Source: an optimization exercise on an open RTL-to-GDS flow (aim: small area). Production flows keep margins and buffers that such runs may drop. At most, simulation tests tie the RTL to the original design; equivalence was not proved. Power and IR drop assume default switching activity.

## tollboothcontroller
module tollboothcontroller (
    input clk, reset,
    input vehicle_detect,
    input rfid_present, rfid_valid, rfid_sufficient,
    input manual_coin, manual_card,
    input vehicle_passgate,
    input maintenance_mode,
    input updaterate,
    input [1:0] vehicle_class,
    input [7:0] rate_input,
    input reset_counters,
    output gateopen, gateclose,
    output [15:0] vehiclecount0, vehiclecount1, vehiclecount2,
    output [15:0] totalrevenue0, totalrevenue1, totalrevenue2,
    output [7:0] evasioncount
);
Size: roughly 140 flip-flops, about 130 I/O pins.
export LEC_CHECK = 0
export CAP_MARGIN = 0
export CORE_MARGIN = 2
export CORE_UTILIZATION = 60
export SETUP_SLACK_MARGIN = -0.3
export SLEW_MARGIN = 0
create_clock -name core_clock -period 5.0 [get_ports {clk}]
standard.sh (not shown) runs the stock make flow with config.mk's settings and CLKGATE_MAP_FILE= SYNTH_SCRIPT=/design/flow/synth_recipe.tcl, a recipe that flattens the netlist after the stock synthesis.
==> flow/flow/run.sh <==
#!/bin/bash
# The standard layout, with the smallest buffer (buf_1) on each port and a
# clock tree of clkbuf_4 without dummy loads.
set -euo pipefail
CTS="-sink_clustering_enable -repair_clock_nets -buf_list sky130_fd_sc_hd__clkbuf_4 -dont_use_dummy_load"
bash standard.sh "BUFFER_PORTS_ARGS=-buffer_cell sky130_fd_sc_hd__buf_1" "CTS_ARGS=$CTS" finish > standard.log 2>&1
The baseline ran to the end with violations: setup timing.
Then changed:
- SETUP_SLACK_MARGIN: -0.3 -> not set
The changed run went through all stages and came out clean.
Final cell count fell by 0.43%.
Routed wire length fell by 3.8%.
Non-clock buffer count fell by 3.
Combinational power fell by about 5%.
Global-route usage fell by 0.69 points.
Sequential power stays flat.
Setup slack improved by 0.29 ns.


The RTL this note starts from:
==> flow/design.v <==
module tollboothcontroller (
    input clk, reset,
    input vehicle_detect,
    input rfid_present, rfid_valid, rfid_sufficient,
    input manual_coin, manual_card,
    input vehicle_passgate,
    input maintenance_mode,
    input updaterate,
    input [1:0] vehicle_class,
    input [7:0] rate_input,
    input reset_counters,
    output gateopen, gateclose,
    output [15:0] vehiclecount0, vehiclecount1, vehiclecount2,
    output [15:0] totalrevenue0, totalrevenue1, totalrevenue2,
    output [7:0] evasioncount
);
localparam [2:0] IDLE  = 3'd0,
                 READ  = 3'd1,
                 PAY   = 3'd2,
                 FAIL  = 3'd3,
                 WAIT  = 3'd7,
                 OPEN  = 3'd6,
                 EVA   = 3'd5,
                 MAINT = 3'd4;
reg [2:0] state, nextstate;
reg [7:0] tollrates0, tollrates1, tollrates2;
always @(*) begin
    case (state)
        IDLE:  nextstate = maintenance_mode ? MAINT : vehicle_detect ? READ : IDLE;
        READ:  nextstate = (rfid_present && rfid_valid && rfid_sufficient) ? PAY : FAIL;
        PAY:   nextstate = OPEN;
        FAIL:  nextstate = WAIT;
        WAIT:  nextstate = (manual_coin || manual_card) ? PAY : WAIT;
        OPEN:  nextstate = vehicle_passgate ? IDLE : OPEN;
        EVA:   nextstate = IDLE;
        default: nextstate = maintenance_mode ? MAINT : IDLE;
    endcase
    if (state != OPEN && vehicle_passgate)
        nextstate = EVA;
end
always @(posedge clk or posedge reset)
    if (reset) state <= IDLE;
    else       state <= nextstate;
assign gateopen  = (state == OPEN);
assign gateclose = ~gateopen;
wire pay = (state == PAY);
wire eva = (state == EVA);
wire c0 = (vehicle_class == 2'd0);
wire c1 = (vehicle_class == 2'd1);
wire c2 = (vehicle_class == 2'd2);
function [15:0] inc16;           
    input [15:0] q; input en;
    integer i; reg t;
    begin
        t = en;
        for (i = 0; i < 16; i = i + 1) begin
            inc16[i] = q[i] ^ t;
            t = q[i] & t;
        end
    end
endfunction
function [15:0] add16;           
    input [15:0] q; input [7:0] r; input en;
    integer i; reg t, c8; reg [7:0] b;
    begin
        b = r & {8{en}};
        t = 1'b0;
        for (i = 0; i < 8; i = i + 1) begin
            add16[i] = q[i] ^ b[i] ^ t;
            t = (q[i] & b[i]) | (q[i] & t) | (b[i] & t);
        end
        c8 = t;
        for (i = 8; i < 12; i = i + 1) begin
            add16[i] = q[i] ^ t;
            t = q[i] & t;
        end
        t = c8 & (&q[11:8]);
        for (i = 12; i < 16; i = i + 1) begin
            add16[i] = q[i] ^ t;
            t = q[i] & t;
        end
    end
endfunction
function [7:0] inc8;
    input [7:0] q; input en;
    integer i; reg t;
    begin
        t = en;
        for (i = 0; i < 8; i = i + 1) begin
            inc8[i] = q[i] ^ t;
            t = q[i] & t;
        end
    end
endfunction
wire inc0 = pay & c0, inc1 = pay & c1, inc2 = pay & c2;
reg v0, v1, v2, ve;
always @(posedge clk or posedge reset)
    if (reset) begin
        v0 <= 1'b0; v1 <= 1'b0; v2 <= 1'b0; ve <= 1'b0;
    end else begin
        v0 <= ~(reset_counters & c0 & ~pay);
        v1 <= ~(reset_counters & c1 & ~pay);
        v2 <= ~(reset_counters & c2 & ~pay);
        ve <= ~(reset_counters & ~eva);
    end
reg [15:0] vc0_q, vc1_q, vc2_q, tr0_q, tr1_q, tr2_q;
reg [7:0] ev_q;
assign vehiclecount0 = vc0_q & {16{v0}};
assign vehiclecount1 = vc1_q & {16{v1}};
assign vehiclecount2 = vc2_q & {16{v2}};
assign totalrevenue0 = tr0_q & {16{v0}};
assign totalrevenue1 = tr1_q & {16{v1}};
assign totalrevenue2 = tr2_q & {16{v2}};
assign evasioncount  = ev_q & {8{ve}};
always @(posedge clk) begin
    vc0_q <= inc16(vehiclecount0, inc0);
    vc1_q <= inc16(vehiclecount1, inc1);
    vc2_q <= inc16(vehiclecount2, inc2);
    tr0_q <= add16(totalrevenue0, tollrates0, inc0);
    tr1_q <= add16(totalrevenue1, tollrates1, inc1);
    tr2_q <= add16(totalrevenue2, tollrates2, inc2);
    ev_q  <= inc8(evasioncount, eva);
end
reg [7:0] rq0, rq1, rq2;
reg r0, r1, r2;
always @(posedge clk or posedge reset)
    if (reset) begin
        r0 <= 1'b0; r1 <= 1'b0; r2 <= 1'b0;
    end else begin
        if (updaterate && c0) r0 <= 1'b1;
        if (updaterate && c1) r1 <= 1'b1;
        if (updaterate && c2) r2 <= 1'b1;
    end
always @(posedge clk) begin
    if (updaterate && c0) rq0 <= rate_input;
    if (updaterate && c1) rq1 <= rate_input;
    if (updaterate && c2) rq2 <= rate_input;
end
always @(*) begin
    tollrates0 = r0 ? rq0 : 8'd50;
    tollrates1 = r1 ? rq1 : 8'd100;
    tollrates2 = r2 ? rq2 : 8'd150;
end
endmodule
==> flow/config.mk <==
export PLATFORM = sky130hd
export DESIGN_NAME = tollboothcontroller
export DESIGN_NICKNAME = tollboothcontroller
export VERILOG_FILES = /design/flow/design.v
export SDC_FILE = /design/flow/constraint.sdc
export NUM_CORES = 4
export LEC_CHECK = 0
export CAP_MARGIN = 0
export CORE_MARGIN = 2
export CORE_UTILIZATION = 60
export GPL_TIMING_DRIVEN = 0
export SETUP_SLACK_MARGIN = -0.3
export SLEW_MARGIN = 0
==> flow/constraint.sdc <==
create_clock -name core_clock -period 5.0 [get_ports {clk}]
set_input_delay 1.0000 -clock core_clock [delete_from_list [all_inputs] [get_ports {clk}]]
set_output_delay 1.0000 -clock core_clock [all_outputs]
set_load 0.01 [all_outputs]
Scripts as last shown in full above: flow/flow/run.sh
The baseline finished but fails on negative setup slack.
Change:
- CORE_UTILIZATION: 60 -> 40
- GPL_TIMING_DRIVEN: 0 -> not set
- SETUP_SLACK_MARGIN: -0.3 -> not set
The changed run completed without violations.
Design area came out higher by 1.9%.
Global-route usage went down by 4.9 points.
Via count decreases by 0.37%.
Synthesized cell count stays the same.
Die area rose by 48%.
Worst setup slack gains 330 ps.
Fmax went up by 6.9%.
Sequential power hardly moves.
Power came out higher by 0.41%.
Area after synthesis stays the same.
Register-to-register slack is better by 360 ps.
Change:
--- a/flow/flow/run.sh
+++ b/flow/flow/run.sh
@@ -6 +6 @@
-bash standard.sh "BUFFER_PORTS_ARGS=-buffer_cell sky130_fd_sc_hd__buf_1" "CTS_ARGS=$CTS" finish > standard.log 2>&1
+bash standard.sh "BUFFER_PORTS_ARGS=-buffer_cell sky130_fd_sc_hd__buf_1" "CTS_ARGS=$CTS" REMOVE_ABC_BUFFERS=1 finish > standard.log 2>&1
- CORE_UTILIZATION: 40 -> 60
Outcome: Clock skew climbs by 12 ps; wire length shrinks by 8.1%; first-iteration DRC count drops by 46%; combinational power rises by about 4%; utilization came out higher by 23 points; die area fell by 32%; sequential cell count does not change; non-clock buffer count rose by 4; worst setup slack got worse by 94 ps; power stays flat.
Change:
--- a/flow/flow/run.sh
+++ b/flow/flow/run.sh
@@ -6 +6 @@
-bash standard.sh "BUFFER_PORTS_ARGS=-buffer_cell sky130_fd_sc_hd__buf_1" "CTS_ARGS=$CTS" REMOVE_ABC_BUFFERS=1 finish > standard.log 2>&1
+bash standard.sh "BUFFER_PORTS_ARGS=-buffer_cell sky130_fd_sc_hd__buf_1" "CTS_ARGS=$CTS" finish > standard.log 2>&1
- CORE_UTILIZATION: 60 -> 75
=>
- die area fell by 19%
- setup slack gets better by 50 ps
- routed wire length rose by 10%
- power rose by 0.54%
- cell area fell by 0.35%
Change:
- CORE_UTILIZATION: 75 -> 60
- GPL_TIMING_DRIVEN: not set -> 0
The changed run finished with timing, DRC and antenna clean.
First-iteration DRC count shrinks by about a fifth.
Cell area stays flat.
Area after synthesis is unchanged.
Synthesized cell count is unchanged.
Worst setup slack gains 4.9 ps.
Sequential share of layout area barely changes.


tollboothcontroller, a different RTL version from the one above (not shown whole).
Size in the first run: ~480 cells after synthesis.
==> flow/design.v (excerpt) <==
module tollboothcontroller (
    input clk, reset,
    input vehicle_detect,
    input rfid_present, rfid_valid, rfid_sufficient,
    input manual_coin, manual_card,
    input vehicle_passgate,
    input maintenance_mode,
    input updaterate,
    input [1:0] vehicle_class,
    input [7:0] rate_input,
    input reset_counters,
    output gateopen, gateclose,
    output [15:0] vehiclecount0, vehiclecount1, vehiclecount2,
    output [15:0] totalrevenue0, totalrevenue1, totalrevenue2,
    output [7:0] evasioncount
);
clock: 5.0 ns
lec_check: 0
cap_margin: 0
core_margin: 2
core_utilization: 70
slew_margin: 0
==> flow/flow/run.sh <==
#!/bin/bash
# The standard layout, with the smallest buffer (buf_1) on each port and a
# clock tree of few, larger clusters without dummy loads.
set -euo pipefail
CTS="-sink_clustering_enable -repair_clock_nets -sink_clustering_size 40 -sink_clustering_max_diameter 100 -buf_list sky130_fd_sc_hd__clkbuf_8 -dont_use_dummy_load"
bash standard.sh "BUFFER_PORTS_ARGS=-buffer_cell sky130_fd_sc_hd__buf_1" "CTS_ARGS=$CTS" finish > standard.log 2>&1
The baseline went through all stages and came out clean.
==> next run, changes <==
==> flow/flow/run.sh (replaced) <==
#!/bin/bash
# The standard layout, with the smallest buffer (buf_1) on each port and a
# clock tree of clkbuf_4 without dummy loads.
set -euo pipefail
CTS="-sink_clustering_enable -repair_clock_nets -buf_list sky130_fd_sc_hd__clkbuf_4 -dont_use_dummy_load"
bash standard.sh "BUFFER_PORTS_ARGS=-buffer_cell sky130_fd_sc_hd__buf_1" "CTS_ARGS=$CTS" finish > standard.log 2>&1
- CORE_UTILIZATION: 70 -> 40
Outcome: The new run completed without violations; combinational power decreases by about 2%; first-iteration DRC count went down by 0.92%; worst setup slack gets better by 0.035 ns; clock-buffer cell count is unchanged.
==> next run, changes <==
==> flow/flow/run.sh (replaced) <==
#!/bin/bash
# The standard layout, with the smallest buffer (buf_1) on each port.
set -euo pipefail
bash standard.sh "BUFFER_PORTS_ARGS=-buffer_cell sky130_fd_sc_hd__buf_1" finish > standard.log 2>&1
- CAP_MARGIN: 0 -> 20
- CTS_BUF_LIST: unset -> sky130_fd_sc_hd__clkbuf_2 sky130_fd_sc_hd__clkbuf_4
- SLEW_MARGIN: 0 -> 20
Die area is unchanged. Utilization climbs by 0.96 points. Total power climbs by about 8%. Design area climbs by about 2%. Maximum frequency is about the same. Clock skew drops by 0.024 ns. Worst hold slack is about the same. Final cell count climbs by about 2%. Sequential share of layout area drops by 0.89 points. Register-to-register slack barely changes. Combinational power stays flat.
No functional check of the RTL was part of any run of this note.

## what the ideal ports hide
No port has a modelled driver above. Below, the same layouts with a new extraction and two added sets of constraints. Step 1 assumes that a clkbuf_16 drives the clock port and a buf_2 every other input. Step 2 adds t to the input delays and takes it off the output delays; t is the mean of the earliest and latest rising clock arrival at the registers after step 1. Input paths then give back, and output paths get back, about the clock's delay inside the block. a / b / c = ideal / step 1 / step 2; a / b = the first two.
run | t, ns | setup WS [ns] | clock arrival spread, ns | worst register clock-pin slew, ns | pins driven straight from the clock port
the first run of note 1 | 0.525 | -0.048 / -0.051 / -0.576 | 0.052 / 0.052 | 0.12 / 0.12 | 1
the second run of note 1 | 0.514 | 0.240 / 0.222 / -0.292 | 0.044 / 0.044 | 0.11 / 0.11 | 1
the first run of note 2 | 0.512 | -0.085 / -0.088 / -0.600 | 0.040 / 0.041 | 0.12 / 0.12 | 1
the second run of note 2 | 0.538 | 0.244 / 0.238 / -0.299 | 0.046 / 0.047 | 0.12 / 0.12 | 1
the third run of note 2 | 0.514 | 0.150 / 0.125 / -0.389 | 0.044 / 0.045 | 0.12 / 0.12 | 1
the fourth run of note 2 | 0.532 | 0.200 / 0.182 / -0.350 | 0.043 / 0.043 | 0.11 / 0.11 | 1
the fifth run of note 2 | 0.514 | 0.204 / 0.198 / -0.316 | 0.044 / 0.045 | 0.13 / 0.13 | 1
the first run of note 3 | 0.446 | 0.177 / 0.177 / 0.177 | 0.027 / 0.027 | 0.08 / 0.08 | 1
the second run of note 3 | 0.544 | 0.213 / 0.213 / 0.213 | 0.035 / 0.035 | 0.11 / 0.11 | 1
the third run of note 3 | 0.564 | 0.220 / 0.220 / 0.220 | 0.014 / 0.014 | 0.12 / 0.12 | 1
Met with ideal ports but missed after step 2: setup timing in 5 of these runs. The setup slack of the fourth run of note 2, which loses most, moves by -0.018 ns with the drivers and by -0.550 ns with both steps.
